This design comes from an exercise in tuning for small area on the open sky130 flow, not from production work.
Function was checked by simulation only, so behaviour that the tests miss may differ from the original.
The clock cells of runs 5 to 8 come from the design's own scripts or RTL, not from TritonCTS.
The clock port is modelled as an ideal driver, which makes a skipped or thinned clock tree look cheaper than it is; a real chip needs a root buffer or a tree.
No activity file was given, so power comes from the tool's default toggle rates.

`design/flow/flow/run.sh`:
```
#!/bin/bash
# Own flow: the standard layout (standard.sh) with these changes passed to ORFS's make:
#  - ADDER_MAP_FILE empty: no half/full-adder extraction in synthesis (the design has no
#    adders; extraction only turned decoder gates into half-adder cells);
#  - an area-oriented ABC script (flow/abc_area.script: AIG search with &deepsyn, fixed seed,
#    no timeout, so the result is reproducible) in a copy of ORFS's scripts folder;
#  - port buffers are buf_1 cells;
#  - a clock tree of small clock buffers without dummy loads.
# Everything else, registers included, is the standard flow. make's full output goes to
# run_make.log here, and ORFS keeps each step's log under orfs/logs/.
set -euo pipefail
cd "$(dirname "$0")/.."
rm -rf scripts_own
cp -r "$FLOW_HOME/scripts" scripts_own
cp flow/abc_area.script scripts_own/abc_area.script
bash standard.sh \
  SCRIPTS_DIR="$PWD/scripts_own" \
  ADDER_MAP_FILE= \
  "BUFFER_PORTS_ARGS=-buffer_cell sky130_fd_sc_hd__buf_1" \
  "CTS_ARGS=-sink_clustering_enable -repair_clock_nets -dont_use_dummy_load -root_buf sky130_fd_sc_hd__clkbuf_8 -buf_list sky130_fd_sc_hd__clkbuf_8" \
  finish > run_make.log 2>&1
```
`design/flow/flow/abc_area.script`:
```
strash
dch
amap
strash
&get -n
&deepsyn -I 1 -J 100 -S 5
&put
dch
amap
topo
```
`design/flow/standard.sh`:
```
#!/bin/bash
# synth_recipe.tcl (not shown) runs the flow's synth.tcl, then flattens the netlist and writes it again
# the make line also repeats each setting of config.mk as NAME=value (left out here)
make -C /OpenROAD-flow-scripts/flow DESIGN_CONFIG=/design/flow/config.mk WORK_HOME=/design/flow/orfs CLKGATE_MAP_FILE= SYNTH_SCRIPT=/design/flow/synth_recipe.tcl "${@:-finish}"
```
`design/flow/config.mk`:
```
export PLATFORM = sky130hd
export DESIGN_NAME = DigitalLock
export DESIGN_NICKNAME = DigitalLock
export VERILOG_FILES = /design/flow/design.v
export SDC_FILE = /design/flow/constraint.sdc
export NUM_CORES = 4
export LEC_CHECK = 0
export ABC_AREA = 1
export CAP_MARGIN = 20
export CORE_MARGIN = 2
export CORE_UTILIZATION = 40
export SLEW_MARGIN = 20
```
`design/flow/constraint.sdc`:
```
create_clock -name core_clock -period 12.0 [get_ports {clock}]
set_input_delay 2.4000 -clock core_clock [delete_from_list [all_inputs] [get_ports {clock}]]
set_output_delay 2.4000 -clock core_clock [all_outputs]
set_load 0.01 [all_outputs]
```
`design/flow/design.v`:
```
module HexTo7Seg ( 
	input		[3:0] hex, 
	output reg	[6:0] SevenSeg
);
always @(*) begin
	case(hex)
		4'h0: SevenSeg = ~7'b0000000;   
		4'h1: SevenSeg = ~7'b0000110;  
		4'h2: SevenSeg = ~7'b1011011;  
		4'h4: SevenSeg = ~7'b1001111;  
		4'h8: SevenSeg = ~7'b1100110;  
		4'h3: SevenSeg = ~7'b1111001;  
		4'h5: SevenSeg = ~7'b1010000;  
		4'h6: SevenSeg = ~7'b0111111;  
		4'h7: SevenSeg = ~7'b0111110;  
		4'h9: SevenSeg = ~7'b1010100;  
		4'hA: SevenSeg = ~7'b0111000;  
		4'hB: SevenSeg = ~7'b0111001;  
		4'hC: SevenSeg = ~7'b1011110;  
		4'hD: SevenSeg = ~7'b1101101;  
		4'hE: SevenSeg = ~7'b1111000;  
		default: SevenSeg = 7'b0000000;
	endcase
end
endmodule
module PasswordTo7Seg #(
	parameter NUM_DISPLAYS = 6
)(
	input [(4*NUM_DISPLAYS)-1:0] password,
	output [(7*NUM_DISPLAYS)-1:0] seven_seg
);
genvar i;
generate 
	for (i = 0; i < NUM_DISPLAYS; i = i + 1) begin : SevenSeg_loop
		HexTo7Seg display (
			.hex		( password[(i*4)+:4] ),
			.SevenSeg	( seven_seg[(i*7)+:7] )
		);
	end 
endgenerate
endmodule
module DigitalLock #(
	parameter PASSWORD_LENGTH = 5,
	parameter NUM_DISPLAYS = 6,
	parameter MAX_IDLE = 1000
)(
	input clock,
	input reset,
	input [3:0] key,
	output LED_locked,
	output LED_error,
	output LED_ep,
	output LED_cp,
	output LED_unlocked,
	output LED_reset,
	output [(7*NUM_DISPLAYS)-1:0] seven_seg
);
function [9:0] lfsr_next(input [9:0] s);
	lfsr_next = {s[8:0], ~(s[9] ^ s[6])};
endfunction
function [9:0] lfsr_after(input integer n);
	integer j;
	reg [9:0] s;
	begin
		s = 10'd0;
		for (j = 0; j < n; j = j + 1) s = lfsr_next(s);
		lfsr_after = s;
	end
endfunction
localparam [9:0] IDLE_END = lfsr_after(MAX_IDLE);
function [3:0] enc_key(input [3:0] v);
	enc_key =
		({4{v == 4'd1}} & 4'd8) |
		({4{v == 4'd2}} & 4'd15) |
		({4{v == 4'd3}} & 4'd7) |
		({4{v == 4'd4}} & 4'd11) |
		({4{v == 4'd5}} & 4'd2) |
		({4{v == 4'd6}} & 4'd12) |
		({4{v == 4'd7}} & 4'd13) |
		({4{v == 4'd8}} & 4'd10) |
		({4{v == 4'd9}} & 4'd1) |
		({4{v == 4'd10}} & 4'd5) |
		({4{v == 4'd11}} & 4'd4) |
		({4{v == 4'd12}} & 4'd9) |
		({4{v == 4'd13}} & 4'd3) |
		({4{v == 4'd14}} & 4'd6) |
		({4{v == 4'd15}} & 4'd14);
endfunction
wire [3:0] pressed = ~key;
reg dly;
reg S, E, Er, f;
reg C;
reg [19:0] temp, password;
reg [9:0] cnt;
wire ev     = ~dly & (|pressed);
wire tmo    = E & (cnt == IDLE_END);
wire full   = |temp[19:16];
wire empty0 = ~|temp[3:0];
wire done   = E & C & full;
wire match  = (temp == password);
always @(posedge clock) dly <= |pressed;
always @(posedge clock) begin
	if (E & ~C & ~ev & ~tmo)
		cnt <= lfsr_next(cnt);
	else
		cnt <= 10'd0;
end
always @(posedge clock) begin
	if (~E | done)
		temp <= 20'd0;
	else if (~C & ev)
		temp <= {temp[15:0], enc_key(pressed)};
end
always @(posedge clock) begin
	if (done & ~S & ~f)
		password <= temp;
end
always @(posedge clock) begin
	if (~E)
		C <= 1'b0;
	else if (C)
		C <= full;
	else
		C <= ev;
end
always @(posedge clock or posedge reset) begin
	if (reset) begin
		S  <= 1'b0;
		E  <= 1'b0;
		Er <= 1'b0;
		f  <= 1'b0;
	end else if (tmo) begin
		E  <= 1'b0;
		Er <= 1'b1;
	end else if (~E) begin
		if (ev) begin
			if (Er) Er <= 1'b0;
			else    E  <= 1'b1;
		end
	end else if (C) begin
		if (full) begin
			if (~S) f <= ~f;
			Er <= ~match & (S | f);
		end else if (empty0) begin
			if (Er)
				E <= 1'b0;
			else if (~f) begin
				E <= 1'b0;
				S <= ~S;
			end
		end
	end
end
assign LED_locked   = S;
assign LED_unlocked = ~S;
assign LED_error    = Er & ~E;
assign LED_ep       = E & S;
assign LED_cp       = E & ~S;
assign LED_reset    = reset;
wire [6:0] g0 =
	({7{temp[3:0] == 4'd0}} & 7'b1111111) |
	({7{temp[3:0] == 4'd1}} & 7'b0101011) |
	({7{temp[3:0] == 4'd2}} & 7'b0101111) |
	({7{temp[3:0] == 4'd3}} & 7'b0010010) |
	({7{temp[3:0] == 4'd4}} & 7'b1000110) |
	({7{temp[3:0] == 4'd5}} & 7'b1000111) |
	({7{temp[3:0] == 4'd6}} & 7'b0000111) |
	({7{temp[3:0] == 4'd7}} & 7'b0000110) |
	({7{temp[3:0] == 4'd8}} & 7'b1111001) |
	({7{temp[3:0] == 4'd9}} & 7'b0100001) |
	({7{temp[3:0] == 4'd10}} & 7'b0011001) |
	({7{temp[3:0] == 4'd11}} & 7'b0110000) |
	({7{temp[3:0] == 4'd12}} & 7'b1000000) |
	({7{temp[3:0] == 4'd13}} & 7'b1000001) |
	({7{temp[3:0] == 4'd15}} & 7'b0100100);
assign seven_seg[6:0] = E ? g0 : Er ? 7'b0101111 : S ? 7'b0100001 : reset ? 7'b0000111 : 7'b0100001;
wire [6:0] g1 =
	({7{temp[7:4] == 4'd0}} & 7'b1111111) |
	({7{temp[7:4] == 4'd1}} & 7'b0101011) |
	({7{temp[7:4] == 4'd2}} & 7'b0101111) |
	({7{temp[7:4] == 4'd3}} & 7'b0010010) |
	({7{temp[7:4] == 4'd4}} & 7'b1000110) |
	({7{temp[7:4] == 4'd5}} & 7'b1000111) |
	({7{temp[7:4] == 4'd6}} & 7'b0000111) |
	({7{temp[7:4] == 4'd7}} & 7'b0000110) |
	({7{temp[7:4] == 4'd8}} & 7'b1111001) |
	({7{temp[7:4] == 4'd9}} & 7'b0100001) |
	({7{temp[7:4] == 4'd10}} & 7'b0011001) |
	({7{temp[7:4] == 4'd11}} & 7'b0110000) |
	({7{temp[7:4] == 4'd12}} & 7'b1000000) |
	({7{temp[7:4] == 4'd13}} & 7'b1000001) |
	({7{temp[7:4] == 4'd15}} & 7'b0100100);
assign seven_seg[13:7] = E ? g1 : Er ? 7'b1000000 : S ? 7'b0000110 : reset ? 7'b0000110 : 7'b1000110;
wire [6:0] g2 =
	({7{temp[11:8] == 4'd0}} & 7'b1111111) |
	({7{temp[11:8] == 4'd1}} & 7'b0101011) |
	({7{temp[11:8] == 4'd2}} & 7'b0101111) |
	({7{temp[11:8] == 4'd3}} & 7'b0010010) |
	({7{temp[11:8] == 4'd4}} & 7'b1000110) |
	({7{temp[11:8] == 4'd5}} & 7'b1000111) |
	({7{temp[11:8] == 4'd6}} & 7'b0000111) |
	({7{temp[11:8] == 4'd7}} & 7'b0000110) |
	({7{temp[11:8] == 4'd8}} & 7'b1111001) |
	({7{temp[11:8] == 4'd9}} & 7'b0100001) |
	({7{temp[11:8] == 4'd10}} & 7'b0011001) |
	({7{temp[11:8] == 4'd11}} & 7'b0110000) |
	({7{temp[11:8] == 4'd12}} & 7'b1000000) |
	({7{temp[11:8] == 4'd13}} & 7'b1000001) |
	({7{temp[11:8] == 4'd15}} & 7'b0100100);
assign seven_seg[20:14] = E ? g2 : Er ? 7'b0101111 : S ? 7'b1000110 : reset ? 7'b0010010 : 7'b1000000;
wire [6:0] g3 =
	({7{temp[15:12] == 4'd0}} & 7'b1111111) |
	({7{temp[15:12] == 4'd1}} & 7'b0101011) |
	({7{temp[15:12] == 4'd2}} & 7'b0101111) |
	({7{temp[15:12] == 4'd3}} & 7'b0010010) |
	({7{temp[15:12] == 4'd4}} & 7'b1000110) |
	({7{temp[15:12] == 4'd5}} & 7'b1000111) |
	({7{temp[15:12] == 4'd6}} & 7'b0000111) |
	({7{temp[15:12] == 4'd7}} & 7'b0000110) |
	({7{temp[15:12] == 4'd8}} & 7'b1111001) |
	({7{temp[15:12] == 4'd9}} & 7'b0100001) |
	({7{temp[15:12] == 4'd10}} & 7'b0011001) |
	({7{temp[15:12] == 4'd11}} & 7'b0110000) |
	({7{temp[15:12] == 4'd12}} & 7'b1000000) |
	({7{temp[15:12] == 4'd13}} & 7'b1000001) |
	({7{temp[15:12] == 4'd15}} & 7'b0100100);
assign seven_seg[27:21] = E ? g3 : Er ? 7'b0101111 : S ? 7'b1000110 : reset ? 7'b0000110 : 7'b1000111;
wire [6:0] g4 =
	({7{temp[19:16] == 4'd0}} & 7'b1111111) |
	({7{temp[19:16] == 4'd1}} & 7'b0101011) |
	({7{temp[19:16] == 4'd2}} & 7'b0101111) |
	({7{temp[19:16] == 4'd3}} & 7'b0010010) |
	({7{temp[19:16] == 4'd4}} & 7'b1000110) |
	({7{temp[19:16] == 4'd5}} & 7'b1000111) |
	({7{temp[19:16] == 4'd6}} & 7'b0000111) |
	({7{temp[19:16] == 4'd7}} & 7'b0000110) |
	({7{temp[19:16] == 4'd8}} & 7'b1111001) |
	({7{temp[19:16] == 4'd9}} & 7'b0100001) |
	({7{temp[19:16] == 4'd10}} & 7'b0011001) |
	({7{temp[19:16] == 4'd11}} & 7'b0110000) |
	({7{temp[19:16] == 4'd12}} & 7'b1000000) |
	({7{temp[19:16] == 4'd13}} & 7'b1000001) |
	({7{temp[19:16] == 4'd15}} & 7'b0100100);
assign seven_seg[34:28] = E ? g4 : Er ? 7'b0000110 : S ? 7'b1000000 : reset ? 7'b0101111 : 7'b0101011;
assign seven_seg[41:35] = E ? 7'b1111111 : Er ? 7'b1111111 : S ? 7'b1000111 : reset ? 7'b1111111 : 7'b1000001;
endmodule
```
==> summary.txt, run 1 <==
Routing
  • Metal-1 WL: 3.02 mm
  • Vias per Instance: 5.59
  • DRC viols: 0
  • Initial drt markers: 172
  • DR pass1 iterations: 4
  • Routed len/inst: 15.7 um
  • Top layer in use: met4
  • Antenna violation net count after detailed routing: 0
  • Final WL: 6.72 mm
  • Vias: 2393
  • DR WL met3: 377 um
  • Met2 WL: 3.17 mm

Clocking
  • Bufs on Longest Clock Path: 2
  • H-Tree Depth: 2
  • Hold Buf Count CTS: 0
  • CTS clk-pin slew, worst paths: 0.09 ns
  • Worst-Skew Late Latency: 0.31 ns
  • Post-cts resize count: 0
  • TritonCTS buffer count: 5
  • Postcts setup bufs: 0
  • CTS tree: done
  • Clk sinks: 56
  • Clk root buf: clkbuf_8

Place
  • Placer Congestion: 0.870
  • Placed instance count: 423
  • IO buf count: 51
  • Pre-CTS setup slack: 5.87 ns
  • DP HPWL: 5.00 mm

Pwr
  • Maximum vdd drop: 0.0700 mV
  • Pwr dens: 163 nW/um^2
  • PnR Total Power: 0.000475 W
  • Leakage: 0.940 nW

Global routing
  • Initial antenna violation count: 0
  • Vias in the first global route: 2060
  • First-pass GRT wire length: 10.6 mm
  • Total GRT Usage: 19.1%
  • Pin count of the biggest net entering global routing: 23
  • GR Overflow Total: 0

Synth
  • Mux contribution to synthesized area: 0%
  • Post-synth EDFFs: 20
  • Simple-Gate Fraction of Synth Area: 17.6%
  • Yosys top cell area share: 24.8%
  • Yosys top cell by area: dfxtp_1
  • Mapped Cells: 299
  • Ranking of synthesized cells by area: dfxtp_1 25%, edfxtp_1 23%, nor2_1 7.7%, clkinv_1 6.8%, o22ai_1 6.8%
  • Main combinational cell family by area after synthesis: compound AO/OA/AOI/OAI gates
  • Compound-Gate Fraction of Synth Area: 21.7%
  • Syn Area/Cell: 8.64 um^2
  • Ys async rst share: 7.14%
  • Post-synthesis sequential area ratio: 51.9%
  • Post-synthesis adder-cell area fraction: 0%
  • Most common cell in the netlist: nor2_1
  • Top cell types by occurrence after synthesis: 53 x nor2_1, 47 x clkinv_1, 32 x dfxtp_1
  • Synth warnings: 1
  • Cell area after synthesis: 2580 um^2
  • Area share of xor/xnor cells in the synthesized design: 0%
  • Ys flop type: dfxtp_1
  • Synth unique cells: 34
  • Yosys reg bits: 56

Worst setup path
  • Worst r2r dst: password[16]
  • CP required: 9.60 ns
  • FF-to-FF Start: E
  • Critical path, cell by cell: buf_1 > clkinv_1 > nor2_1 > nor2_1 > a21oi_1 > nor2_1 > nor2_1 > buf_1
  • R2R cell count: 5
  • Most used cell, CP: nor2_1
  • Worst EP arrival: 3.72 ns
  • CP peak stage delay: 0.27 ns
  • CP Max Fanout: 5
  • Crit Path Class: in -> out
  • CP Capture Type: output pin
  • Slowest stage cell, crit path: nor2_1
  • Setup crit start kind: input port
  • Reg2reg setup slack: 8.83 ns

Cells and area
  • Nets: 359
  • Inserted Diodes: 0
  • Area Overhead vs Synth: 12.5%
  • Fill cell instance count of the final layout: 663
  • Share of cells above drive strength 1: 1.71%
  • Fin cells: 428

Worst hold path
  • Hold Path Origin: cnt[0]
  • Hold Crit Class: reg -> reg
  • Worst Hold Endpoint: cnt[1]
  • Min-Delay Path Depth: 2

Floorplan
  • Site row count: 29
  • Die W: 84.4 um
  • Core area: 6310 um^2
  • Full die area: 7110 um^2
  • Initial Util: 40.9%
  • Io pins: 54
  • Die Height: 84.4 um

Timing
  • RSZ-0062 raised after global routing: false
  • Worst slew margin: 52.5%
  • Min Tclk post-route: 6.12 ns
  • Setup ws final: 5.88 ns
  • Final max-slew violation count: 0
  • Slew @ Worst Pin: 0.708 ns
  • Fin crit share: 51.0%
  • Fin. Hold Viols: 0
  • Final Skew: 0.0236 ns
  • Final setup fails: 0
  • TNS Setup: 0 ns
  • Fmax: 164 MHz

Job
  • Max-cap violations: 0

Run status
  • Status: no timing/DRC/antenna violations
-- worst max path at each step --
| stage | start | end | cells past startpoint |
|---|---|---|---|
| 2_1_floorplan | reset | seven_seg[2] | 6 |
| 3_3_place_gp | reset | seven_seg[2] | 8 |
| 3_5_place_dp | reset | seven_seg[2] | 8 |
| 4_1_cts | reset | seven_seg[2] | 8 |
| 5_1_grt | reset | seven_seg[2] | 8 |
| 6_report | reset | seven_seg[2] | 8 |
-- worst max-delay path, delay by kind of cell --
family / cells / cell delay, ns
AND/OR/NAND/NOR: 4 / 0.59
AO/OA/AOI/OAI: 1 / 0.23
buffers and inverters: 3 / 0.50
-- final cells by class --
type	count	area (um^2)	share of cell area (%)
sequential	56	1340	46.2
multi-input combinational	191	1020	35.2
timing repair buffer	52	199	6.85
inverter	47	176	6.07
tap	77	96.3	3.32
clock buffer	5	68.8	2.37
-- cells by family after synthesis --
logic type | count (synthesis)
AND/OR/NAND/NOR | 103
flip-flops | 56
other | 1
buffers and inverters | 53
AO/OA/AOI/OAI | 86
-- cell usage in the layout, fill, tap and decap left out, drive strengths merged, types with 5 or more instances in the layout --
| master | n |
|---|---|
| clkbuf | 5 |
| a21oi | 12 |
| nand3 | 5 |
| buf | 52 |
| clkinv | 47 |
| edfxtp | 20 |
| nor3 | 12 |
| o21ai | 16 |
| nand2 | 15 |
| o22ai | 28 |
| dfxtp | 32 |
| nor2 | 53 |
-- per-stage QoR --
step / hold WS (ns) / util (%) / instance area (um^2)
floorplan: 0.403 / - / 2590
CTS: 0.428 / 46.0 / 2910
global placement: 0.411 / 44.9 / 2840
global route: 0.456 / 46.0 / 2910
finish: 0.425 / 46.0 / 2910
detailed placement: 0.414 / 44.9 / 2840
-- sequential cells by signal (all words and copies together), names as in the netlist --
name	cells
S	1
f	1
dly	1
Er	1
password	20
C	1
cnt	10
temp	20
E	1
-- per-layer routing --
layer | vias up | GRT usage, %
met2 | 74 | 30.3
li1 | 1175 | -
met4 | 0 | 6.93
met5 | - | 0
met1 | 1131 | 26.7
met3 | 13 | 2.85
-- report_power, final --
part / internal (W) / leakage (nW) / switching, W
registers: 0.000200 / 0.496 / 0.00000772
logic: 0.0000555 / 0.409 / 0.000120
clock network: 0.0000378 / 0.0359 / 0.0000539
total: 0.000293 / 0.940 / 0.000182
==> inputs of run 2 (changes only) <==
==> design/flow/flow/abc_area.script (replaced) <==
strash
dch
amap
strash
&get -n
&deepsyn -I 1 -J 100 -S 2
&put
dch
amap
topo
==> run 2 against run 1 <==
Compared with the run above: area after synthesis increased by 0.63%; count of clock-buffer cells in the layout unchanged; still clean on timing, DRC and antenna; register-to-register slack got worse by 0.61 ns; critical path type unchanged; clock power about the same; via count decreased by 0.38%; global-route usage is 0.082 points lower; critical path depth unchanged.
==> summary.txt, run 2 <==
Clocking
  • Hold Buf Count CTS: 0 (unchanged)
  • Postcts setup bufs: 0 (unchanged)
  • Clk root buf: clkbuf_8
  • Bufs on Longest Clock Path: 2 (unchanged)
  • CTS clk-pin slew, worst paths: 0.10 ns (about the same)
  • TritonCTS buffer count: 5 (unchanged)
  • Worst-Skew Late Latency: 0.31 ns (about the same)
  • Clk sinks: 56 (unchanged)
  • CTS tree: done
  • Post-cts resize count: 0 (unchanged)
  • H-Tree Depth: 2 (unchanged)

Synth
  • Yosys top cell by area: dfxtp_1
  • Ranking of synthesized cells by area: dfxtp_1 25%, edfxtp_1 23%, nor2_1 8.4%, clkinv_1 7.2%, o22ai_1 4.8%
  • Cell area after synthesis: 2600 um^2 (+0.63%)
  • Yosys top cell area share: 24.7% (-0.16 points)
  • Syn Area/Cell: 8.66 um^2 (+0.29%)
  • Ys flop type: dfxtp_1
  • Synth warnings: 1 (unchanged)
  • Top cell types by occurrence after synthesis: 58 x nor2_1, 50 x clkinv_1, 32 x dfxtp_1
  • Most common cell in the netlist: nor2_1
  • Mapped Cells: 300 (+0.33%)
  • Post-synthesis sequential area ratio: 51.6% (-0.33 points)
  • Post-synth EDFFs: 20 (unchanged)
  • Ys async rst share: 7.14% (unchanged)
  • Synth unique cells: 39 (+15%)
  • Yosys reg bits: 56 (unchanged)

Cells and area
  • Most frequent cells in the layout: 58 x nor2_1, 51 x buf_1, 50 x clkinv_1, 32 x dfxtp_1
  • Nets: 360 (+0.28%)
  • Share of cells above drive strength 1: 1.70% (-0.0049 points)
  • Inserted Diodes: 0 (unchanged)
  • Core Util, Final: 46.3% (+0.26 points)
  • Leading cell type in the layout, fill and taps excluded: nor2_1
  • Leading registers by flop count: password: 20 flops, temp: 20 flops, cnt: 10 flops
  • Area Overhead vs Synth: 12.4% (about the same)
  • Fill cell instance count of the final layout: 653 (-1.5%)

Routing
  • DRC viols: 0 (unchanged)
  • Top layer in use: met4
  • Vias per Instance: 5.56 (-0.61%)
  • Metal-1 WL: 3.29 mm (+8.9%)
  • Vias: 2384 (-0.38%)
  • Final WL: 6.88 mm (+2.4%)
  • Initial drt markers: 83 (-52%)
  • DR WL met3: 284 um (-25%)
  • DR pass1 iterations: 5 (+1)
  • Routed len/inst: 16.0 um (+2.2%)
  • Met2 WL: 3.25 mm (+2.5%)
  • Antenna violation net count after detailed routing: 0 (unchanged)

Timing
  • RSZ-0062 raised after global routing: false
  • Slew @ Worst Pin: 1.09 ns (+0.377 ns)
  • Fin. Hold Viols: 0 (unchanged)
  • Final max-slew violation count: 0 (unchanged)
  • Min Tclk post-route: 6.00 ns (-0.120 ns)
  • TNS Setup: 0 ns (unchanged)
  • Worst slew margin: 27.4% (-25 points)
  • Final Skew: 0.0194 ns (-0.00427 ns)
  • Setup ws final: 6.00 ns (+0.120 ns)
  • Final setup fails: 0 (unchanged)
  • Fin crit share: 50.0% (-1.0 points)
  • Fmax: 167 MHz (+2.0%)

Worst setup path
  • CP required: 9.60 ns (about the same)
  • Worst EP arrival: 3.60 ns (-0.12 ns)
  • Most used cell, CP: nor2_1
  • R2R cell count: 8 (+3)
  • Crit Path Class: in -> out
  • CP peak stage delay: 0.22 ns (-0.05 ns)
  • CP Max Fanout: 5 (unchanged)
  • Setup crit start kind: input port
  • Critical path, cell by cell: buf_1 > clkinv_1 > nor2_1 > nor2_1 > a21oi_1 > a31oi_1 > nor2_1 > buf_1
  • CP Capture Type: output pin
  • Slowest stage cell, crit path: nor2_1

Pwr
  • Sequential Power Share: 39.8% (-3.9 points)
  • Comb power frac: 44.1% (+7.1 points)
  • Leakage: 0.949 nW (+0.97%)
  • Psw: 0.000248 W (+36%)
  • Pwr dens: 196 nW/um^2 (+20%)
  • Maximum vdd drop: 0.120 mV (+72%)
  • Switching share of total power: 43.3% (+5.0 points)
  • Clock power frac: 16.1% (-3.2 points)
  • Internal power: 0.000325 W (+11%)

Global routing
  • Vias in the first global route: 2101 (+2.0%)
  • First-pass GRT wire length: 10.6 mm (-0.26%)
  • Pin count of the biggest net entering global routing: 22 (-4.3%)
  • GR Overflow Total: 0 (unchanged)
  • Total GRT Usage: 19.0% (-0.082 points)
  • Initial antenna violation count: 0 (unchanged)

Place
  • Pre-CTS setup slack: 6.01 ns (+0.140 ns)
  • IO buf count: 51 (unchanged)
  • Placer Congestion: 0.868 (-0.25%)
  • DP HPWL: 5.19 mm (+3.7%)

Floorplan
  • Core area: 6310 um^2 (unchanged)
  • Die Height: 84.6 um (+0.30%)
  • Site row count: 29 (unchanged)
  • Full die area: 7160 um^2 (+0.61%)
  • Die W: 84.6 um (+0.30%)
  • Initial Util: 41.2% (+0.26 points)
  • Io pins: 54 (unchanged)

Run status
  • Status: no timing/DRC/antenna violations

Worst hold path
  • Hold Crit Class: reg -> reg
  • Min-Delay Path Depth: 2 (unchanged)

Job
  • Max-cap violations: 0 (unchanged)
[run 2: power by group through the flow]
stage	sequential [W]	combinational, W	clock, W
6_report	0.000228	0.000253	0.0000921
5_1_grt	0.000230	0.000278	0.000102
4_1_cts	0.000227	0.000254	0.0000948
3_5_place_dp	0.000232	0.000253	0
3_3_place_gp	0.000232	0.000253	0
2_1_floorplan	0.000227	0.000170	0
[run 2: cell families (layout without fill, tap and decap cells)]
kind of cell	count (synthesis)	count (layout)	synth area share, %
other	1	2	0.144
buffers and inverters	56	107	8.96
AO/OA/AOI/OAI	87	87	22.7
AND/OR/NAND/NOR	100	100	16.6
flip-flops	56	56	51.6
[run 2: worst max-delay path, delay by kind of cell]
family | cells | cell delay, ns
simple gates | 3 | 0.49
buf+inv | 3 | 0.45
compound gates | 2 | 0.25
[run 2: cell type report]
cell class	instances	area [um^2]	share of cell area, %
clock buffer	5	68.8	2.36
inverter	50	188	6.42
multi-input combinational	189	1030	35.2
sequential	56	1340	45.9
tap	77	96.3	3.30
timing repair buffer	52	199	6.81
[run 2: per-stage QoR]
stage	cells	hold WS (ns)	total power, W	instance area [um^2]
floorplan	301	0.403	0.000397	2600
global placement	424	0.416	0.000485	2850
detailed placement	424	0.418	0.000484	2850
CTS	429	0.433	0.000576	2920
global route	429	0.447	0.000610	2920
finish	429	0.430	0.000572	2920
[run 2: path summary, 6_finish.rpt]
path                        start            to  slack [ns]
hold / removal             cnt[4]        cnt[5]        0.43
setup reg to reg                E            Er        8.22
max in group asynchronous   reset             S        9.93
setup / recovery            reset  seven_seg[2]        6.00
min in group asynchronous   reset             E        1.95
hold reg to reg            cnt[4]        cnt[5]        0.43
[run 2: metal layers]
metal  vias up  GRT usage (%)
met1      1139           26.0
met3         5           3.24
met5         -              0
met4         0           5.05
met2        66           31.3
li1       1174              -
==> inputs of run 3 (changes only) <==
--- a/design/flow/flow/run.sh
+++ b/design/flow/flow/run.sh
@@ -6,5 +6,5 @@
 #    no timeout, so the result is reproducible) in a copy of ORFS's scripts folder;
 #  - port buffers are buf_1 cells;
-#  - a clock tree of small clock buffers without dummy loads.
+#  - a clock tree of one clkbuf_16 (flow/cts_single.tcl, in place of TritonCTS).
 # Everything else, registers included, is the standard flow. make's full output goes to
 # run_make.log here, and ORFS keeps each step's log under orfs/logs/.
@@ -14,8 +14,10 @@
 cp -r "$FLOW_HOME/scripts" scripts_own
 cp flow/abc_area.script scripts_own/abc_area.script
+grep -q 'log_cmd clock_tree_synthesis {\*}$cts_args' scripts_own/cts.tcl
+sed -i "s|log_cmd clock_tree_synthesis {\*}\$cts_args|source $PWD/flow/cts_single.tcl|" scripts_own/cts.tcl
+grep -q "cts_single.tcl" scripts_own/cts.tcl
 bash standard.sh \
   SCRIPTS_DIR="$PWD/scripts_own" \
   ADDER_MAP_FILE= \
   "BUFFER_PORTS_ARGS=-buffer_cell sky130_fd_sc_hd__buf_1" \
-  "CTS_ARGS=-sink_clustering_enable -repair_clock_nets -dont_use_dummy_load -root_buf sky130_fd_sc_hd__clkbuf_8 -buf_list sky130_fd_sc_hd__clkbuf_8" \
   finish > run_make.log 2>&1
==> design/flow/flow/abc_area.script (replaced) <==
strash
dch
amap
strash
&get -n
&deepsyn -I 1 -J 100 -S 5
&put
dch
amap
topo
==> design/flow/flow/cts_single.tcl (new file) <==
# Clock tree of one buffer: the clock port drives a single clkbuf_16, placed at the
# centre of the registers, which drives every register's clock pin.
set block [ord::get_db_block]
set dbu [$block getDbUnitsPerMicron]
set xs 0.0
set ys 0.0
set n 0
foreach inst [$block getInsts] {
  if {[[$inst getMaster] isSequential]} {
    set b [$inst getBBox]
    set xs [expr {$xs + [$b xCenter]}]
    set ys [expr {$ys + [$b yCenter]}]
    incr n
  }
}
set x [expr {$xs / $n / $dbu}]
set y [expr {$ys / $n / $dbu}]
log_cmd insert_buffer -buffer_cell sky130_fd_sc_hd__clkbuf_16 -net clock \
  -location [list $x $y] -buffer_name clkbuf_root -net_name clknet_root
[[$block findNet clknet_root] setSigType CLOCK]
set_propagated_clock [all_clocks]
==> run 3 against run 2 <==
Compared with the run above: the flow now stops in clock tree synthesis (4_1_cts); synthesized cell count decreased by 0.33%; area after synthesis decreased by 0.63%.
==> summary.txt, run 3 <==
Synth
  • Ys async rst share: 7.14% (unchanged)
  • Mapped Cells: 299 (-0.33%)
  • Syn Area/Cell: 8.64 um^2 (-0.29%)
  • Synth warnings: 1 (unchanged)
  • Ys flop type: dfxtp_1
  • Yosys top cell area share: 24.8% (+0.16 points)
  • Yosys reg bits: 56 (unchanged)
  • Simple-Gate Fraction of Synth Area: 17.6% (+1.1 points)
  • Post-synthesis adder-cell area fraction: 0% (unchanged)
  • Most common cell in the netlist: nor2_1
  • Ranking of synthesized cells by area: dfxtp_1 25%, edfxtp_1 23%, nor2_1 7.7%, clkinv_1 6.8%, o22ai_1 6.8%
  • Synth unique cells: 34 (-13%)
  • Post-synth EDFFs: 20 (unchanged)
  • Main combinational cell family by area after synthesis: compound AO/OA/AOI/OAI gates
  • Area share of xor/xnor cells in the synthesized design: 0% (unchanged)
  • Post-synthesis sequential area ratio: 51.9% (+0.33 points)
  • Compound-Gate Fraction of Synth Area: 21.7% (-1.0 points)
  • Yosys top cell by area: dfxtp_1
  • Top cell types by occurrence after synthesis: 53 x nor2_1, 47 x clkinv_1, 32 x dfxtp_1
  • Mux contribution to synthesized area: 0% (unchanged)
  • Cell area after synthesis: 2580 um^2 (-0.63%)

Place
  • Placer Congestion: 0.870 (+0.25%)
  • DP HPWL: 5.00 mm (-3.6%)
  • Placed instance count: 423 (-0.24%)
  • IO buf count: 51 (unchanged)
  • Post-DP Area: 2840 um^2 (-0.57%)

Run status
  • Halt Stage: clock tree synthesis (4_1_cts)
  • Err: Error: cts.tcl, 36 Invalid method. Must be one of: configure cget -acquire -disown -delete xMin yMin xMax yMax isVia getTechVia getBlockVia getViaXY getViaBoxes getVia...
  • Status: aborted with a tool error

Floorplan
  • Die Height: 84.4 um (-0.30%)
  • Die W: 84.4 um (-0.30%)
  • Io pins: 54 (unchanged)
  • Site row count: 29 (unchanged)
  • Initial Util: 40.9% (-0.26 points)
## run 3: worst max-delay path by stage
| stage | startpoint | end | depth (start not counted) |
|---|---|---|---|
| detailed placement | reset | seven_seg[2] | 8 |
| global placement | reset | seven_seg[2] | 8 |
| floorplan | reset | seven_seg[2] | 6 |
## run 3: per-stage QoR
stage,setup WS [ns],hold WS [ns]
floorplan,6.31,0.403
global placement,5.98,0.411
detailed placement,5.87,0.414
## run 3: cells by family after synthesis
kind of cell | count (synthesis)
compound gates | 86
buf+inv | 53
flops | 56
simple gates | 103
other cells | 1
## run 3: power by group through the flow
stage | sequential (W) | combinational, W | clock (W)
2_1_floorplan | 0.000210 | 0.000117 | 0
3_3_place_gp | 0.000212 | 0.000174 | 0
3_5_place_dp | 0.000212 | 0.000176 | 0
==> inputs of run 4 (changes only) <==
--- a/design/flow/flow/cts_single.tcl
+++ b/design/flow/flow/cts_single.tcl
@@ -9,6 +9,6 @@
   if {[[$inst getMaster] isSequential]} {
     set b [$inst getBBox]
-    set xs [expr {$xs + [$b xCenter]}]
-    set ys [expr {$ys + [$b yCenter]}]
+    set xs [expr {$xs + ([$b xMin] + [$b xMax]) / 2.0}]
+    set ys [expr {$ys + ([$b yMin] + [$b yMax]) / 2.0}]
     incr n
   }
==> run 4 against run 3 <==
Compared with the run above: the run again fails in clock tree synthesis (4_1_cts); synthesized cell count stayed put; area after synthesis stayed put.
==> summary.txt, run 4 <==
Run status
  • Status: aborted with a tool error
  • Halt Stage: clock tree synthesis (4_1_cts)
  • Err: Error: cts.tcl, 36 invalid command name "NULL"

Floorplan
  • Die Height: 84.4 um (unchanged)
  • Site row count: 29 (unchanged)
  • Io pins: 54 (unchanged)
  • Initial Util: 40.9% (unchanged)
  • Die W: 84.4 um (unchanged)

Synth
  • Yosys reg bits: 56 (unchanged)
  • Yosys top cell area share: 24.8% (unchanged)
  • Synth warnings: 1 (unchanged)
  • Cell area after synthesis: 2580 um^2 (unchanged)
  • Syn Area/Cell: 8.64 um^2 (unchanged)
  • Post-synth EDFFs: 20 (unchanged)
  • Top cell types by occurrence after synthesis: 53 x nor2_1, 47 x clkinv_1, 32 x dfxtp_1
  • Yosys top cell by area: dfxtp_1
  • Ranking of synthesized cells by area: dfxtp_1 25%, edfxtp_1 23%, nor2_1 7.7%, clkinv_1 6.8%, o22ai_1 6.8%
  • Ys flop type: dfxtp_1
  • Synth unique cells: 34 (unchanged)
  • Post-synthesis sequential area ratio: 51.9% (unchanged)
  • Ys async rst share: 7.14% (unchanged)
  • Mapped Cells: 299 (unchanged)
  • Most common cell in the netlist: nor2_1

Place
  • IO buf count: 51 (unchanged)
  • Placer Congestion: 0.870 (unchanged)
  • DP HPWL: 5.00 mm (unchanged)
## run 4: cell counts after synthesis
No cell type changed its count.
## run 4: through the flow
step / worst slack [ns] / cells / instance area [um^2] / hold slack (ns)
floorplan: 6.31 / 300 / 2590 / 0.403
global placement: 5.98 / 423 / 2840 / 0.411
detailed placement: 5.87 / 423 / 2840 / 0.414
## run 4: worst max path at each step
stage	from	endpoint	slack (ns)	cells past startpoint
floorplan	reset	seven_seg[2]	6.31	6
global placement	reset	seven_seg[2]	5.98	8
detailed placement	reset	seven_seg[2]	5.87	8
## run 4: kinds of logic after synthesis
group	count (synthesis)	synth area share [%]
DFF	56	51.9
AOI/OAI and AO/OA	86	21.7
buffers and inverters	53	8.58
and+or+nand+nor	103	17.6
other	1	0.145
## run 4: power by group through the flow
stage               combinational, W  clock [W]  sequential [W]
detailed placement          0.000176          0        0.000212
global placement            0.000174          0        0.000212
floorplan                   0.000117          0        0.000210
==> inputs of run 5 (changes only) <==
--- a/design/flow/flow/run.sh
+++ b/design/flow/flow/run.sh
@@ -6,5 +6,6 @@
 #    no timeout, so the result is reproducible) in a copy of ORFS's scripts folder;
 #  - port buffers are buf_1 cells;
-#  - a clock tree of one clkbuf_16 (flow/cts_single.tcl, in place of TritonCTS).
+#  - a clock tree of 2 clkbuf_16 buffers driven by the clock port, one per group of nearby
+#    registers (flow/cts_groups.tcl, in place of TritonCTS).
 # Everything else, registers included, is the standard flow. make's full output goes to
 # run_make.log here, and ORFS keeps each step's log under orfs/logs/.
@@ -15,6 +16,6 @@
 cp flow/abc_area.script scripts_own/abc_area.script
 grep -q 'log_cmd clock_tree_synthesis {\*}$cts_args' scripts_own/cts.tcl
-sed -i "s|log_cmd clock_tree_synthesis {\*}\$cts_args|source $PWD/flow/cts_single.tcl|" scripts_own/cts.tcl
-grep -q "cts_single.tcl" scripts_own/cts.tcl
+sed -i "s|log_cmd clock_tree_synthesis {\*}\$cts_args|source $PWD/flow/cts_groups.tcl|" scripts_own/cts.tcl
+grep -q "cts_groups.tcl" scripts_own/cts.tcl
 bash standard.sh \
   SCRIPTS_DIR="$PWD/scripts_own" \
==> design/flow/flow/cts_groups.tcl (new file) <==
# Clock tree of 2 clkbuf_16 buffers driven straight from the clock port, each driving the
# clock pins of one group of registers (groups by k-means on the placed positions), placed
# at its group's centre.
set K 2
set cell sky130_fd_sc_hd__clkbuf_16
set block [ord::get_db_block]
set dbu [$block getDbUnitsPerMicron]
set pins {}
foreach inst [$block getInsts] {
  if {[[$inst getMaster] isSequential]} {
    set b [$inst getBBox]
    foreach it [$inst getITerms] {
      if {[[$it getMTerm] getSigType] eq "CLOCK" || [[$it getMTerm] getName] eq "CLK"} {
        lappend pins [list [$inst getName] [[$it getMTerm] getName] \
          [expr {([$b xMin] + [$b xMax]) / 2.0 / $dbu}] [expr {([$b yMin] + [$b yMax]) / 2.0 / $dbu}]]
      }
    }
  }
}
set pins [lsort -real -index 2 $pins]
set n [llength $pins]
# start: K groups by x order, then k-means iterations
set cx {}; set cy {}
for {set k 0} {$k < $K} {incr k} {
  set p [lindex $pins [expr {int(($k + 0.5) * $n / $K)}]]
  lappend cx [lindex $p 2]; lappend cy [lindex $p 3]
}
for {set it 0} {$it < 20} {incr it} {
  set asg {}
  foreach p $pins {
    set best 0; set bd 1e30
    for {set k 0} {$k < $K} {incr k} {
      set d [expr {abs([lindex $p 2] - [lindex $cx $k]) + abs([lindex $p 3] - [lindex $cy $k])}]
      if {$d < $bd} { set bd $d; set best $k }
    }
    lappend asg $best
  }
  set sx [lrepeat $K 0.0]; set sy [lrepeat $K 0.0]; set sn [lrepeat $K 0]
  foreach p $pins a $asg {
    lset sx $a [expr {[lindex $sx $a] + [lindex $p 2]}]
    lset sy $a [expr {[lindex $sy $a] + [lindex $p 3]}]
    lset sn $a [expr {[lindex $sn $a] + 1}]
  }
  for {set k 0} {$k < $K} {incr k} {
    if {[lindex $sn $k] > 0} {
      lset cx $k [expr {[lindex $sx $k] / [lindex $sn $k]}]
      lset cy $k [expr {[lindex $sy $k] / [lindex $sn $k]}]
    }
  }
}
for {set k 0} {$k < $K} {incr k} {
  set loads {}
  foreach p $pins a $asg {
    if {$a == $k} { lappend loads [get_pins "[lindex $p 0]/[lindex $p 1]"] }
  }
  if {[llength $loads] == 0} { continue }
  puts "clock group $k: [llength $loads] registers at [lindex $cx $k] [lindex $cy $k]"
  insert_buffer -buffer_cell $cell -net clock -load_pins $loads \
    -location [list [lindex $cx $k] [lindex $cy $k]] -buffer_name clkbuf_leaf_$k -net_name clknet_leaf_$k
}
set_propagated_clock [all_clocks]
removed: design/flow/flow/cts_single.tcl
==> run 5 against run 4 <==
Compared with the run above: the run now finishes clean; area after synthesis stayed put; synthesized cell count stayed put.
==> summary.txt, run 5 <==
Worst setup path
  • CP Max Fanout: 5
  • CP required: 9.60 ns
  • CP Capture Type: output pin
  • Crit Path Class: in -> out
  • R2R cell count: 5
  • Worst EP arrival: 3.72 ns
  • Setup crit start kind: input port

Synth
  • Cell area after synthesis: 2580 um^2 (unchanged)
  • Top cell types by occurrence after synthesis: 53 x nor2_1, 47 x clkinv_1, 32 x dfxtp_1
  • Mapped Cells: 299 (unchanged)
  • Post-synthesis sequential area ratio: 51.9% (unchanged)
  • Ys async rst share: 7.14% (unchanged)
  • Yosys top cell by area: dfxtp_1
  • Post-synth EDFFs: 20 (unchanged)
  • Synth warnings: 1 (unchanged)
  • Yosys top cell area share: 24.8% (unchanged)
  • Syn Area/Cell: 8.64 um^2 (unchanged)
  • Ys flop type: dfxtp_1
  • Yosys reg bits: 56 (unchanged)
  • Most common cell in the netlist: nor2_1
  • Ranking of synthesized cells by area: dfxtp_1 25%, edfxtp_1 23%, nor2_1 7.7%, clkinv_1 6.8%, o22ai_1 6.8%
  • Synth unique cells: 34 (unchanged)

Cells and area
  • Final Cell Area: 2890 um^2
  • Most frequent cells in the layout: 53 x nor2_1, 51 x buf_1, 47 x clkinv_1, 32 x dfxtp_1, 28 x o22ai_1
  • Leading registers by flop count: password: 20 flops, temp: 20 flops, cnt: 10 flops
  • Share of cells above drive strength 1: 0.862%
  • Sequential cell area: 1340 um^2
  • Leading cell type in the layout, fill and taps excluded: nor2_1
  • Nets: 356
  • Area Overhead vs Synth: 11.8%
  • Multi-input gate area: 1020 um^2
  • Inserted Diodes: 0
  • Core Util, Final: 45.7%
  • Fill cell instance count of the final layout: 664

Routing
  • DRC viols: 0
  • Initial drt markers: 158
  • DR pass1 iterations: 6
  • Routed len/inst: 15.7 um
  • Final WL: 6.68 mm
  • Vias per Instance: 5.61
  • Vias: 2386
  • Antenna violation net count after detailed routing: 0

Clocking
  • Worst-Skew Late Latency: 0.17 ns
  • CTS clk-pin slew, worst paths: 0.11 ns
  • Postcts setup bufs: 0
  • Post-cts resize count: 0
  • Hold Buf Count CTS: 0

Job
  • Max-cap violations: 0

Global routing
  • GR Overflow Total: 0
  • Total GRT Usage: 18.0%
  • First-pass GRT wire length: 10.5 mm
  • Pin count of the biggest net entering global routing: 31
  • Initial antenna violation count: 0
  • Vias in the first global route: 2037

Timing
  • Fmax: 163 MHz
  • Fin. Hold Viols: 0
  • Final max-slew violation count: 0
  • TNS Setup: 0 ns
  • RSZ-0062 raised after global routing: false
  • Min Tclk post-route: 6.12 ns
  • Worst slew margin: 50.3%
  • Fin crit share: 51.0%
  • WHS: 0.428 ns
  • Slew @ Worst Pin: 0.741 ns
  • Final setup fails: 0
  • Final Skew: 0.00689 ns

Floorplan
  • Die W: 84.4 um (unchanged)
  • Core area: 6310 um^2
  • Full die area: 7110 um^2
  • Site row count: 29 (unchanged)
  • Die Height: 84.4 um (unchanged)
  • Initial Util: 40.9% (unchanged)
  • Io pins: 54 (unchanged)

Run status
  • Status: no timing/DRC/antenna violations

Worst hold path
  • Hold Crit Class: reg -> reg
  • Min-Delay Path Depth: 2

Place
  • DP HPWL: 5.00 mm (unchanged)
  • Placer Congestion: 0.870 (unchanged)
  • IO buf count: 51 (unchanged)
  • Post-DP Area: 2840 um^2 (unchanged)

Pwr
  • Maximum vdd drop: 0.0920 mV
  • Pwr dens: 160 nW/um^2
  • Leakage: 0.929 nW
[run 5: worst paths after layout]
kind,start,end,slack [ns]
max,reset,seven_seg[2],5.88
min in group asynchronous,reset,E,2.11
max reg2reg,E,password[8],8.79
min,cnt[0],cnt[1],0.43
min reg2reg,cnt[0],cnt[1],0.43
max in group asynchronous,reset,S,9.76
[run 5: where the power goes]
| group | internal [W] | total, W | switching, W |
|---|---|---|---|
| clock | 0.0000309 | 0.0000777 | 0.0000468 |
| combinational | 0.0000555 | 0.000176 | 0.000120 |
| sequential | 0.000200 | 0.000208 | 0.00000792 |
[run 5: area by class of cell, clock buffers not listed]
| class | instances | share of cell area, % |
|---|---|---|
| Timing Repair Buffer | 52 | 6.89 |
| Sequential cell | 56 | 46.5 |
| Tap cell | 77 | 3.34 |
| Multi-Input combinational cell | 191 | 35.5 |
| Inverter | 47 | 6.11 |
[run 5: logic make-up (layout without fill, tap and decap cells)]
family                 Yosys count  after routing  share of synthesized area (%)
DFF                             56             56                           51.9
and+or+nand+nor                103            103                           17.6
AOI/OAI and AO/OA               86             86                           21.7
other                            1              2                          0.145
buffers and inverters           53            101                           8.58
[run 5: metal layers]
metal / vias up / wire (um) / global-route usage, %
li1: 1174 / - / -
met1: 1123 / 3090 / 26.9
met2: 80 / 3100 / 29.9
met3: 9 / 357 / 0.688
met4: 0 / 136 / 3.03
met5: - / 0 / 0
[run 5: stage by stage]
step / cells / total power (W) / setup WS, ns
2_1_floorplan: 300 / 0.000326 / 6.31
3_3_place_gp: 423 / 0.000386 / 5.98
3_5_place_dp: 423 / 0.000387 / 5.87
4_1_cts: 425 / 0.000463 / 5.87
5_1_grt: 425 / 0.000487 / 5.65
6_report: 425 / 0.000461 / 5.88
[run 5: critical path, cell delays in order]
cell and delay [ns]:
buf_1 0.14, clkinv_1 0.19, nor2_1 0.27, nor2_1 0.16
a21oi_1 0.24, nor2_1 0.06, nor2_1 0.10, buf_1 0.16
==> inputs of run 6 (changes only) <==
--- a/design/flow/flow/run.sh
+++ b/design/flow/flow/run.sh
@@ -6,5 +6,5 @@
 #    no timeout, so the result is reproducible) in a copy of ORFS's scripts folder;
 #  - port buffers are buf_1 cells;
-#  - a clock tree of 2 clkbuf_16 buffers driven by the clock port, one per group of nearby
+#  - a clock tree of 4 clkbuf_8 buffers driven by the clock port, one per group of nearby
 #    registers (flow/cts_groups.tcl, in place of TritonCTS).
 # Everything else, registers included, is the standard flow. make's full output goes to
--- a/design/flow/flow/cts_groups.tcl
+++ b/design/flow/flow/cts_groups.tcl
@@ -1,7 +1,7 @@
-# Clock tree of 2 clkbuf_16 buffers driven straight from the clock port, each driving the
+# Clock tree of 4 clkbuf_8 buffers driven straight from the clock port, each driving the
 # clock pins of one group of registers (groups by k-means on the placed positions), placed
 # at its group's centre.
-set K 2
-set cell sky130_fd_sc_hd__clkbuf_16
+set K 4
+set cell sky130_fd_sc_hd__clkbuf_8
 set block [ord::get_db_block]
 set dbu [$block getDbUnitsPerMicron]
==> run 6 against run 5 <==
Compared with the run above: core utilization is 0.079 points higher; clock power is 1% lower; via count is 0.29% higher; cell count is 0.47% higher; first-iteration DRC count is 11% higher; clock skew is 0.014 ns higher; register-to-register slack better by 0.03 ns; global-route usage stayed put; synthesized cell count stayed put; sequential share of layout area is 0.080 points lower; critical path type unchanged; largest power group unchanged.
==> summary.txt, run 6 <==
Worst setup path
  • CP Capture Type: output pin
  • CP Max Fanout: 5 (unchanged)
  • Worst EP arrival: 3.73 ns (about the same)
  • Setup crit start kind: input port
  • Crit Path Class: in -> out
  • CP required: 9.60 ns (about the same)

Clocking
  • Hold Buf Count CTS: 0 (unchanged)
  • Worst-Skew Late Latency: 0.15 ns (-0.02 ns)
  • Post-cts resize count: 0 (unchanged)
  • CTS clk-pin slew, worst paths: 0.10 ns (about the same)
  • Postcts setup bufs: 0 (unchanged)

Cells and area
  • Fill cell instance count of the final layout: 668 (+0.60%)
  • Nets: 358 (+0.56%)
  • Inserted Diodes: 0 (unchanged)
  • Share of cells above drive strength 1: 1.43% (+0.57 points)
  • Area Overhead vs Synth: 12.0%
  • Core Util, Final: 45.8% (+0.079 points)
  • Leading cell type in the layout, fill and taps excluded: nor2_1
  • Most frequent cells in the layout: 53 x nor2_1, 51 x buf_1, 47 x clkinv_1, 32 x dfxtp_1, 28 x o22ai_1
  • Leading registers by flop count: password: 20 flops, temp: 20 flops, cnt: 10 flops

Synth
  • Yosys reg bits: 56 (unchanged)
  • Ranking of synthesized cells by area: dfxtp_1 25%, edfxtp_1 23%, nor2_1 7.7%, clkinv_1 6.8%, o22ai_1 6.8%
  • Mapped Cells: 299 (unchanged)
  • Ys async rst share: 7.14% (unchanged)
  • Synth warnings: 1 (unchanged)
  • Yosys top cell by area: dfxtp_1
  • Cell area after synthesis: 2580 um^2 (unchanged)
  • Syn Area/Cell: 8.64 um^2 (unchanged)
  • Top cell types by occurrence after synthesis: 53 x nor2_1, 47 x clkinv_1, 32 x dfxtp_1
  • Most common cell in the netlist: nor2_1
  • Post-synthesis sequential area ratio: 51.9% (unchanged)
  • Post-synth EDFFs: 20 (unchanged)
  • Synth unique cells: 34 (unchanged)
  • Yosys top cell area share: 24.8% (unchanged)
  • Ys flop type: dfxtp_1

Timing
  • Worst slew margin: 52.0% (+1.7 points)
  • Min Tclk post-route: 6.13 ns (+0.00609 ns)
  • Fin crit share: 51.1% (about the same)
  • Slew @ Worst Pin: 0.716 ns (-0.0251 ns)
  • Final setup fails: 0 (unchanged)
  • WHS: 0.396 ns (-0.0321 ns)
  • Fin. Hold Viols: 0 (unchanged)
  • Fmax: 163 MHz (about the same)
  • TNS Setup: 0 ns (unchanged)
  • RSZ-0062 raised after global routing: false
  • Final max-slew violation count: 0 (unchanged)
  • Final Skew: 0.0207 ns (+0.0139 ns)

Routing
  • Routed len/inst: 15.5 um (-1.0%)
  • Initial drt markers: 176 (+11%)
  • Vias per Instance: 5.60 (-0.18%)
  • DR pass1 iterations: 4 (-2)
  • Final WL: 6.64 mm (-0.55%)
  • DRC viols: 0 (unchanged)
  • Antenna violation net count after detailed routing: 0 (unchanged)
  • Vias: 2393 (+0.29%)

Place
  • IO buf count: 51 (unchanged)
  • Placer Congestion: 0.870 (unchanged)
  • DP HPWL: 5.00 mm (unchanged)

Global routing
  • Vias in the first global route: 2024 (-0.64%)
  • First-pass GRT wire length: 10.5 mm (-0.13%)
  • GR Overflow Total: 0 (unchanged)
  • Initial antenna violation count: 0 (unchanged)
  • Total GRT Usage: 18.0% (unchanged)
  • Pin count of the biggest net entering global routing: 23 (-26%)

Pwr
  • Maximum vdd drop: 0.0913 mV (-0.68%)
  • Pwr dens: 159 nW/um^2 (-0.55%)
  • Leakage: 0.933 nW (+0.44%)

Floorplan
  • Initial Util: 40.9% (unchanged)
  • Site row count: 29 (unchanged)
  • Full die area: 7110 um^2 (unchanged)
  • Die Height: 84.4 um (unchanged)
  • Die W: 84.4 um (unchanged)
  • Io pins: 54 (unchanged)
  • Core area: 6310 um^2 (unchanged)

Job
  • Max-cap violations: 0 (unchanged)

Worst hold path
  • Hold Crit Class: reg -> reg

Run status
  • Status: no timing/DRC/antenna violations
==> run 6: cell families (layout without fill, tap and decap cells) <==
family / count (synthesis) / in the layout / share of synthesized area, %
flip-flops: 56 / 56 / 51.9
other: 1 / 2 / 0.145
buffers and inverters: 53 / 103 / 8.58
AO/OA/AOI/OAI: 86 / 86 / 21.7
AND/OR/NAND/NOR: 103 / 103 / 17.6
==> run 6: layout make-up, clock buffers not listed <==
type / count / area, um^2 / area share [%]
Sequential cell: 56 / 1340 / 46.4
Multi-Input combinational cell: 191 / 1020 / 35.4
Timing Repair Buffer: 52 / 199 / 6.88
Inverter: 47 / 176 / 6.10
Tap cell: 77 / 96.3 / 3.33
==> run 6: final timing paths <==
check	endpoint	cells past startpoint	slack, ns	startpoint
max in group asynchronous	S	2	9.75	reset
worst max-delay path	seven_seg[2]	8	5.87	reset
worst min register to register	cnt[1]	2	0.40	cnt[0]
worst min-delay path	cnt[1]	2	0.40	cnt[0]
min in group asynchronous	E	2	2.12	reset
worst max register to register	password[8]	5	8.82	E
==> run 6: where the power goes <==
part,total [W],internal (W),switching (W)
Combinational,0.000176,0.0000555,0.000120
Sequential,0.000207,0.000200,0.00000771
Clock,0.0000766,0.0000307,0.0000459
Total,0.000460,0.000286,0.000174
==> run 6: critical path, stage by stage <==
cell      delay [ns]
buf_1           0.14
clkinv_1        0.20
nor2_1          0.27
nor2_1          0.16
a21oi_1         0.24
nor2_1          0.06
nor2_1          0.10
buf_1           0.16
==> run 6: routing by layer <==
metal  track usage, %  wire length, um  part of all wire (%)
met1             26.7             2990                    45
met2             30.4             3190                    48
met3            0.983              372                   5.6
met4             2.02               87                   1.3
met5                0                0                     0
==> run 6: per-stage QoR <==
step | power (W) | cells | setup slack, ns | cell area (um^2)
after global placement | 0.000386 | 423 | 5.98 | 2840
after floorplan | 0.000326 | 300 | 6.31 | 2590
final | 0.000460 | 427 | 5.87 | 2890
after global routing | 0.000484 | 427 | 5.65 | 2890
after detailed placement | 0.000387 | 423 | 5.87 | 2840
after CTS | 0.000461 | 427 | 5.87 | 2890
==> inputs of run 7 (changes only) <==
--- a/design/flow/flow/run.sh
+++ b/design/flow/flow/run.sh
@@ -6,5 +6,5 @@
 #    no timeout, so the result is reproducible) in a copy of ORFS's scripts folder;
 #  - port buffers are buf_1 cells;
-#  - a clock tree of 4 clkbuf_8 buffers driven by the clock port, one per group of nearby
+#  - a clock tree of 3 clkbuf_8 buffers driven by the clock port, one per group of nearby
 #    registers (flow/cts_groups.tcl, in place of TritonCTS).
 # Everything else, registers included, is the standard flow. make's full output goes to
--- a/design/flow/flow/cts_groups.tcl
+++ b/design/flow/flow/cts_groups.tcl
@@ -1,6 +1,6 @@
-# Clock tree of 4 clkbuf_8 buffers driven straight from the clock port, each driving the
+# Clock tree of 3 clkbuf_8 buffers driven straight from the clock port, each driving the
 # clock pins of one group of registers (groups by k-means on the placed positions), placed
 # at its group's centre.
-set K 4
+set K 3
 set cell sky130_fd_sc_hd__clkbuf_8
 set block [ord::get_db_block]
--- a/design/flow/config.mk
+++ b/design/flow/config.mk
@@ -9,4 +9,5 @@
 export CAP_MARGIN = 20
 export CORE_MARGIN = 2
-export CORE_UTILIZATION = 40
+export CORE_UTILIZATION = 65
+export PLACE_DENSITY = 0.75
 export SLEW_MARGIN = 20
==> run 7 against run 6 <==
Compared with the run above: sequential share of layout area increased by 0.82 points; hold slack better by 0.033 ns; setup slack improved by 0.092 ns; power fell by 2.2%; area after synthesis is the same; largest cell class unchanged; core utilization grew 30 points; register-to-register slack better by 0.14 ns; via count rose by 3.9%.
==> summary.txt, run 7 <==
Run status
  • Status: no timing/DRC/antenna violations

Timing
  • Worst slew margin: 56.4% (+4.4 points)
  • TNS Setup: 0 ns (unchanged)
  • Fmax: 166 MHz (+1.5%)
  • Min Tclk post-route: 6.04 ns (-0.0919 ns)
  • Slew @ Worst Pin: 0.651 ns (-0.0656 ns)
  • Final setup fails: 0 (unchanged)
  • RSZ-0062 raised after global routing: false
  • Fin. Hold Viols: 0 (unchanged)
  • Fin crit share: 50.3% (-0.77 points)
  • Final max-slew violation count: 0 (unchanged)
  • Final Skew: 0.0227 ns (+0.00199 ns)

Worst setup path
  • Worst Setup SP: reset
  • Crit Path Class: in -> out
  • Worst r2r dst: S
  • Reg2reg setup slack: 8.96 ns (+0.14 ns)
  • FF-to-FF Start: E
  • CP required: 9.60 ns (about the same)
  • R2R cell count: 8 (+3)
  • Setup crit start kind: input port
  • CP Max Fanout: 5 (unchanged)
  • CP Capture Type: output pin
  • CP endpoint: seven_seg[2]
  • Worst EP arrival: 3.64 ns (-0.09 ns)

Place
  • IO buf count: 51 (unchanged)
  • DP HPWL: 4.62 mm (-7.6%)
  • Placer Congestion: 0.891 (+2.3%)
  • Post-DP Area: 2800 um^2 (-1.3%)

Pwr
  • Maximum vdd drop: 0.113 mV (+24%)
  • Sequential Power Share: 46.2% (+1.1 points)
  • Pwr dens: 158 nW/um^2 (-0.50%)
  • Psw: 0.000171 W (-1.7%)
  • Switching share of total power: 38.0% (+0.21 points)
  • Comb power frac: 38.8% (+0.6 points)
  • Internal power: 0.000279 W (-2.6%)
  • Leakage: 0.926 nW (-0.77%)
  • Clock power frac: 15.0% (-1.7 points)

Worst hold path
  • Hold Crit Class: reg -> reg

Synth
  • Ys async rst share: 7.14% (unchanged)
  • Cell area after synthesis: 2580 um^2 (unchanged)
  • Yosys top cell area share: 24.8% (unchanged)
  • Area share of xor/xnor cells in the synthesized design: 0% (unchanged)
  • Ranking of synthesized cells by area: dfxtp_1 25%, edfxtp_1 23%, nor2_1 7.7%, clkinv_1 6.8%, o22ai_1 6.8%
  • Ys flop type: dfxtp_1
  • Simple-Gate Fraction of Synth Area: 17.6% (unchanged)
  • Yosys reg bits: 56 (unchanged)
  • Mux contribution to synthesized area: 0% (unchanged)
  • Post-synthesis sequential area ratio: 51.9% (unchanged)
  • Top cell types by occurrence after synthesis: 53 x nor2_1, 47 x clkinv_1, 32 x dfxtp_1
  • Yosys top cell by area: dfxtp_1
  • Post-synthesis adder-cell area fraction: 0% (unchanged)
  • Compound-Gate Fraction of Synth Area: 21.7% (unchanged)
  • Most common cell in the netlist: nor2_1
  • Mapped Cells: 299 (unchanged)
  • Synth unique cells: 34 (unchanged)
  • Post-synth EDFFs: 20 (unchanged)
  • Main combinational cell family by area after synthesis: compound AO/OA/AOI/OAI gates
  • Syn Area/Cell: 8.64 um^2 (unchanged)
  • Synth warnings: 1 (unchanged)

Clocking
  • Postcts setup bufs: 0 (unchanged)
  • Worst-Skew Late Latency: 0.17 ns (+0.02 ns)
  • Post-cts resize count: 0 (unchanged)
  • CTS clk-pin slew, worst paths: 0.09 ns (about the same)
  • Hold Buf Count CTS: 0 (unchanged)

Floorplan
  • Io pins: 54 (unchanged)
  • Die W: 67.0 um (-21%)
  • Initial Util: 69.0% (+28 points)
  • Full die area: 4490 um^2 (-37%)
  • Die Height: 67.0 um (-21%)
  • Site row count: 22 (-24%)
  • Core area: 3740 um^2 (-41%)

Global routing
  • Vias in the first global route: 2179 (+7.7%)
  • Total GRT Usage: 28.9% (+11 points)
  • First-pass GRT wire length: 9.97 mm (-5.1%)
  • Pin count of the biggest net entering global routing: 23 (unchanged)
  • GR Overflow Total: 0 (unchanged)
  • Initial antenna violation count: 0 (unchanged)

Cells and area
  • Inserted Diodes: 0 (unchanged)
  • Final Cell Area: 2840 um^2 (-1.7%)
  • Leading registers by flop count: password: 20 flops, temp: 20 flops, cnt: 10 flops
  • Most frequent cells in the layout: 53 x nor2_1, 51 x buf_1, 47 x clkinv_1, 32 x dfxtp_1, 28 x o22ai_1
  • Leading cell type in the layout, fill and taps excluded: nor2_1
  • Nets: 357 (-0.28%)
  • Share of cells above drive strength 1: 1.15% (-0.28 points)
  • Area Overhead vs Synth: 10.0%

Routing
  • Vias per Instance: 6.26 (+12%)
  • DRC viols: 0 (unchanged)
  • DR pass1 iterations: 6 (+2)
  • Vias: 2486 (+3.9%)
  • Final WL: 6.23 mm (-6.2%)
  • Initial drt markers: 221 (+26%)
  • Antenna violation net count after detailed routing: 0 (unchanged)
  • Routed len/inst: 15.7 um (+0.90%)

Job
  • Max-cap violations: 0 (unchanged)
[run 7: changes by cell type in the layout (fill, tap and decap cells not counted), sizes merged]
cell / before / now
clkbuf: 4 / 3
[run 7: worst min-delay path by stage]
stage | slack (ns) | from | endpoint | cells after the start
final | 0.43 | cnt[4] | cnt[5] | 2
after CTS | 0.43 | cnt[4] | cnt[5] | 2
after floorplan | 0.40 | cnt[0] | cnt[1] | 2
after detailed placement | 0.42 | cnt[4] | cnt[5] | 2
after global routing | 0.44 | cnt[4] | cnt[5] | 2
after global placement | 0.41 | cnt[1] | cnt[2] | 2
[run 7: cell type report, clock buffers not listed]
cell class                      count  area [um^2]
Fill cell                         282          902
Inverter                           47          176
Multi-Input combinational cell    191         1020
Sequential cell                    56         1340
Tap cell                           48         60.1
Timing Repair Buffer               52          199
[run 7: power by group through the flow]
stage / clock (W) / sequential, W / combinational (W)
after floorplan: 0 / 0.000210 / 0.000117
after global placement: 0 / 0.000211 / 0.000172
after detailed placement: 0 / 0.000212 / 0.000174
after CTS: 0.0000682 / 0.000207 / 0.000174
after global routing: 0.0000734 / 0.000208 / 0.000194
final: 0.0000675 / 0.000207 / 0.000174
[run 7: metal layers]
layer	share of wire, %	track usage, %	wire length, um	vias to the layer above
li1	-	-	-	1168
met1	42	40.2	2590	1165
met2	47	48.9	2920	138
met3	9.7	3.21	601	15
met4	1.7	5.61	107	0
met5	0	0	0	-
[run 7: per-stage QoR]
step                      utilization, %  setup WS (ns)  power (W)  cells  hold slack (ns)
after floorplan                        -           6.31   0.000326    300            0.403
after global placement              74.8           6.04   0.000383    394            0.410
after detailed placement            74.8           5.97   0.000385    394            0.415
after CTS                           75.9           5.96   0.000450    397            0.433
after global routing                75.9           5.83   0.000476    397            0.441
final                               75.9           5.96   0.000449    397            0.429
[run 7: worst max-delay path, stage by stage]
cell,delay [ns]
buf_1,0.12
clkinv_1,0.18
nor2_1,0.26
nor2_1,0.15
a21oi_1,0.22
nor2_1,0.06
nor2_1,0.10
buf_1,0.15
[run 7: logic make-up after synthesis]
kind of cell           after synthesis
DFF                                 56
and+or+nand+nor                    103
other                                1
buffers and inverters               53
AOI/OAI and AO/OA                   86
==> inputs of run 8 (changes only) <==
--- a/design/flow/config.mk
+++ b/design/flow/config.mk
@@ -9,5 +9,4 @@
 export CAP_MARGIN = 20
 export CORE_MARGIN = 2
-export CORE_UTILIZATION = 65
-export PLACE_DENSITY = 0.75
+export CORE_UTILIZATION = 40
 export SLEW_MARGIN = 20
==> run 8 against run 7 <==
Compared with the run above: sequential power is essentially flat; cell count grew 7.3%; clock skew shrank 0.014 ns; wire length grew 6.9%; clock power grew 3.3%; fmax shrank 1.7%; critical path depth is the same; design area grew 1.3%; sequential share of layout area shrank 0.60 points; critical path type unchanged; sequential cell count is the same; power grew 0.79%; hold slack lost 0.0012 ns.
==> summary.txt, run 8 <==
Timing
  • Min Tclk post-route: 6.14 ns (+0.105 ns)
  • Final Skew: 0.00856 ns (-0.0142 ns)
  • Slew @ Worst Pin: 0.724 ns (+0.0731 ns)
  • Worst slew margin: 51.5% (-4.9 points)
  • Final max-slew violation count: 0 (unchanged)
  • Setup ws final: 5.86 ns (-0.105 ns)
  • Fin crit share: 51.2% (+0.88 points)

Cells and area
  • Fill cell instance count of the final layout: 672 (+140%)
  • Nets: 357 (unchanged)
  • Final Cell Area: 2880 um^2 (+1.3%)
  • Inserted Diodes: 0 (unchanged)
  • Leading cell type in the layout, fill and taps excluded: nor2_1
  • Area Overhead vs Synth: 11.4%

Place
  • Pre-CTS setup slack: 5.87 ns (-0.0964 ns)
  • IO buf count: 51 (unchanged)
  • Post-DP Area: 2840 um^2 (+1.3%)
  • Placer Congestion: 0.870 (-2.3%)

Global routing
  • Total GRT Usage: 18.1% (-11 points)
  • Vias in the first global route: 2013 (-7.6%)
  • Initial antenna violation count: 0 (unchanged)
  • First-pass GRT wire length: 10.5 mm (+5.4%)

Synth
  • Synth warnings: 1 (unchanged)
  • Mapped Cells: 299 (unchanged)
  • Top cell types by occurrence after synthesis: 53 x nor2_1, 47 x clkinv_1, 32 x dfxtp_1
  • Yosys reg bits: 56 (unchanged)
  • Mux contribution to synthesized area: 0% (unchanged)
  • Syn Area/Cell: 8.64 um^2 (unchanged)
  • Area share of xor/xnor cells in the synthesized design: 0% (unchanged)
  • Most common cell in the netlist: nor2_1
  • Post-synthesis sequential area ratio: 51.9% (unchanged)
  • Compound-Gate Fraction of Synth Area: 21.7% (unchanged)
  • Post-synthesis adder-cell area fraction: 0% (unchanged)
  • Ranking of synthesized cells by area: dfxtp_1 25%, edfxtp_1 23%, nor2_1 7.7%, clkinv_1 6.8%, o22ai_1 6.8%
  • Synth unique cells: 34 (unchanged)

Worst setup path
  • Reg2reg setup slack: 8.80 ns (-0.16 ns)
  • Crit Path Class: in -> out
  • CP required: 9.60 ns (about the same)

Clocking
  • Post-cts resize count: 0 (unchanged)
  • Worst-Skew Late Latency: 0.17 ns (about the same)

Pwr
  • Clock power frac: 15.4% (+0.4 points)
  • Comb power frac: 38.8% (about the same)
  • PnR Total Power: 0.000453 W (+0.79%)

Floorplan
  • Full die area: 7110 um^2 (+58%)
  • Die Height: 84.4 um (+26%)

Routing
  • Initial drt markers: 164 (-26%)
  • Vias: 2384 (-4.1%)
  • Antenna violation net count after detailed routing: 0 (unchanged)
  • Final WL: 6.66 mm (+6.9%)

Run status
  • Status: no timing/DRC/antenna violations
==> run 8: cell counts after synthesis <==
Identical to the previous run, type by type.
==> run 8: layer usage <==
metal,up-vias,track usage [%],part of all wire (%)
li1,1170,-,-
met1,1134,27.2,46
met2,71,30.0,48
met3,9,0.885,4.9
met4,0,2.02,1.7
met5,-,0,0
==> run 8: worst max-delay path, stage by stage <==
cell and delay (ns):
buf_1 0.14, clkinv_1 0.20, nor2_1 0.28, nor2_1 0.16, a21oi_1 0.25, nor2_1 0.07, nor2_1 0.10, buf_1 0.16
==> run 8: worst paths after layout <==
path                       startpoint           end  depth (start not counted)
hold / removal                 cnt[0]        cnt[1]                          2
hold reg to reg                cnt[0]        cnt[1]                          2
min in group asynchronous       reset             E                          2
setup / recovery                reset  seven_seg[2]                          8
setup reg to reg                    E   password[9]                          5
max in group asynchronous       reset             S                          2
==> run 8: kinds of logic after synthesis <==
kind of cell	count (synthesis)
AO/OA/AOI/OAI	86
flip-flops	56
buffers and inverters	53
other	1
AND/OR/NAND/NOR	103
==> run 8: power by group through the flow <==
stage | sequential (W) | clock, W | combinational [W]
global route | 0.000209 | 0.0000791 | 0.000191
CTS | 0.000208 | 0.0000707 | 0.000176
floorplan | 0.000210 | 0 | 0.000117
detailed placement | 0.000212 | 0 | 0.000176
finish | 0.000207 | 0.0000697 | 0.000176
global placement | 0.000212 | 0 | 0.000174
==> run 8: stage by stage <==
stage	hold WS, ns	util, %	std cells
global route	0.457	45.6	426
detailed placement	0.414	44.9	423
CTS	0.431	45.6	426
global placement	0.411	44.9	423
floorplan	0.403	-	300
finish	0.428	45.6	426
==> run 8: final cells by class, clock buffers not listed <==
class                      count  area [um^2]  share of cell area [%]
inverter                      47          176                    6.13
multi-input combinational    191         1020                    35.6
sequential                    56         1340                    46.6
tap                           77         96.3                    3.35
timing repair buffer          52          199                    6.91
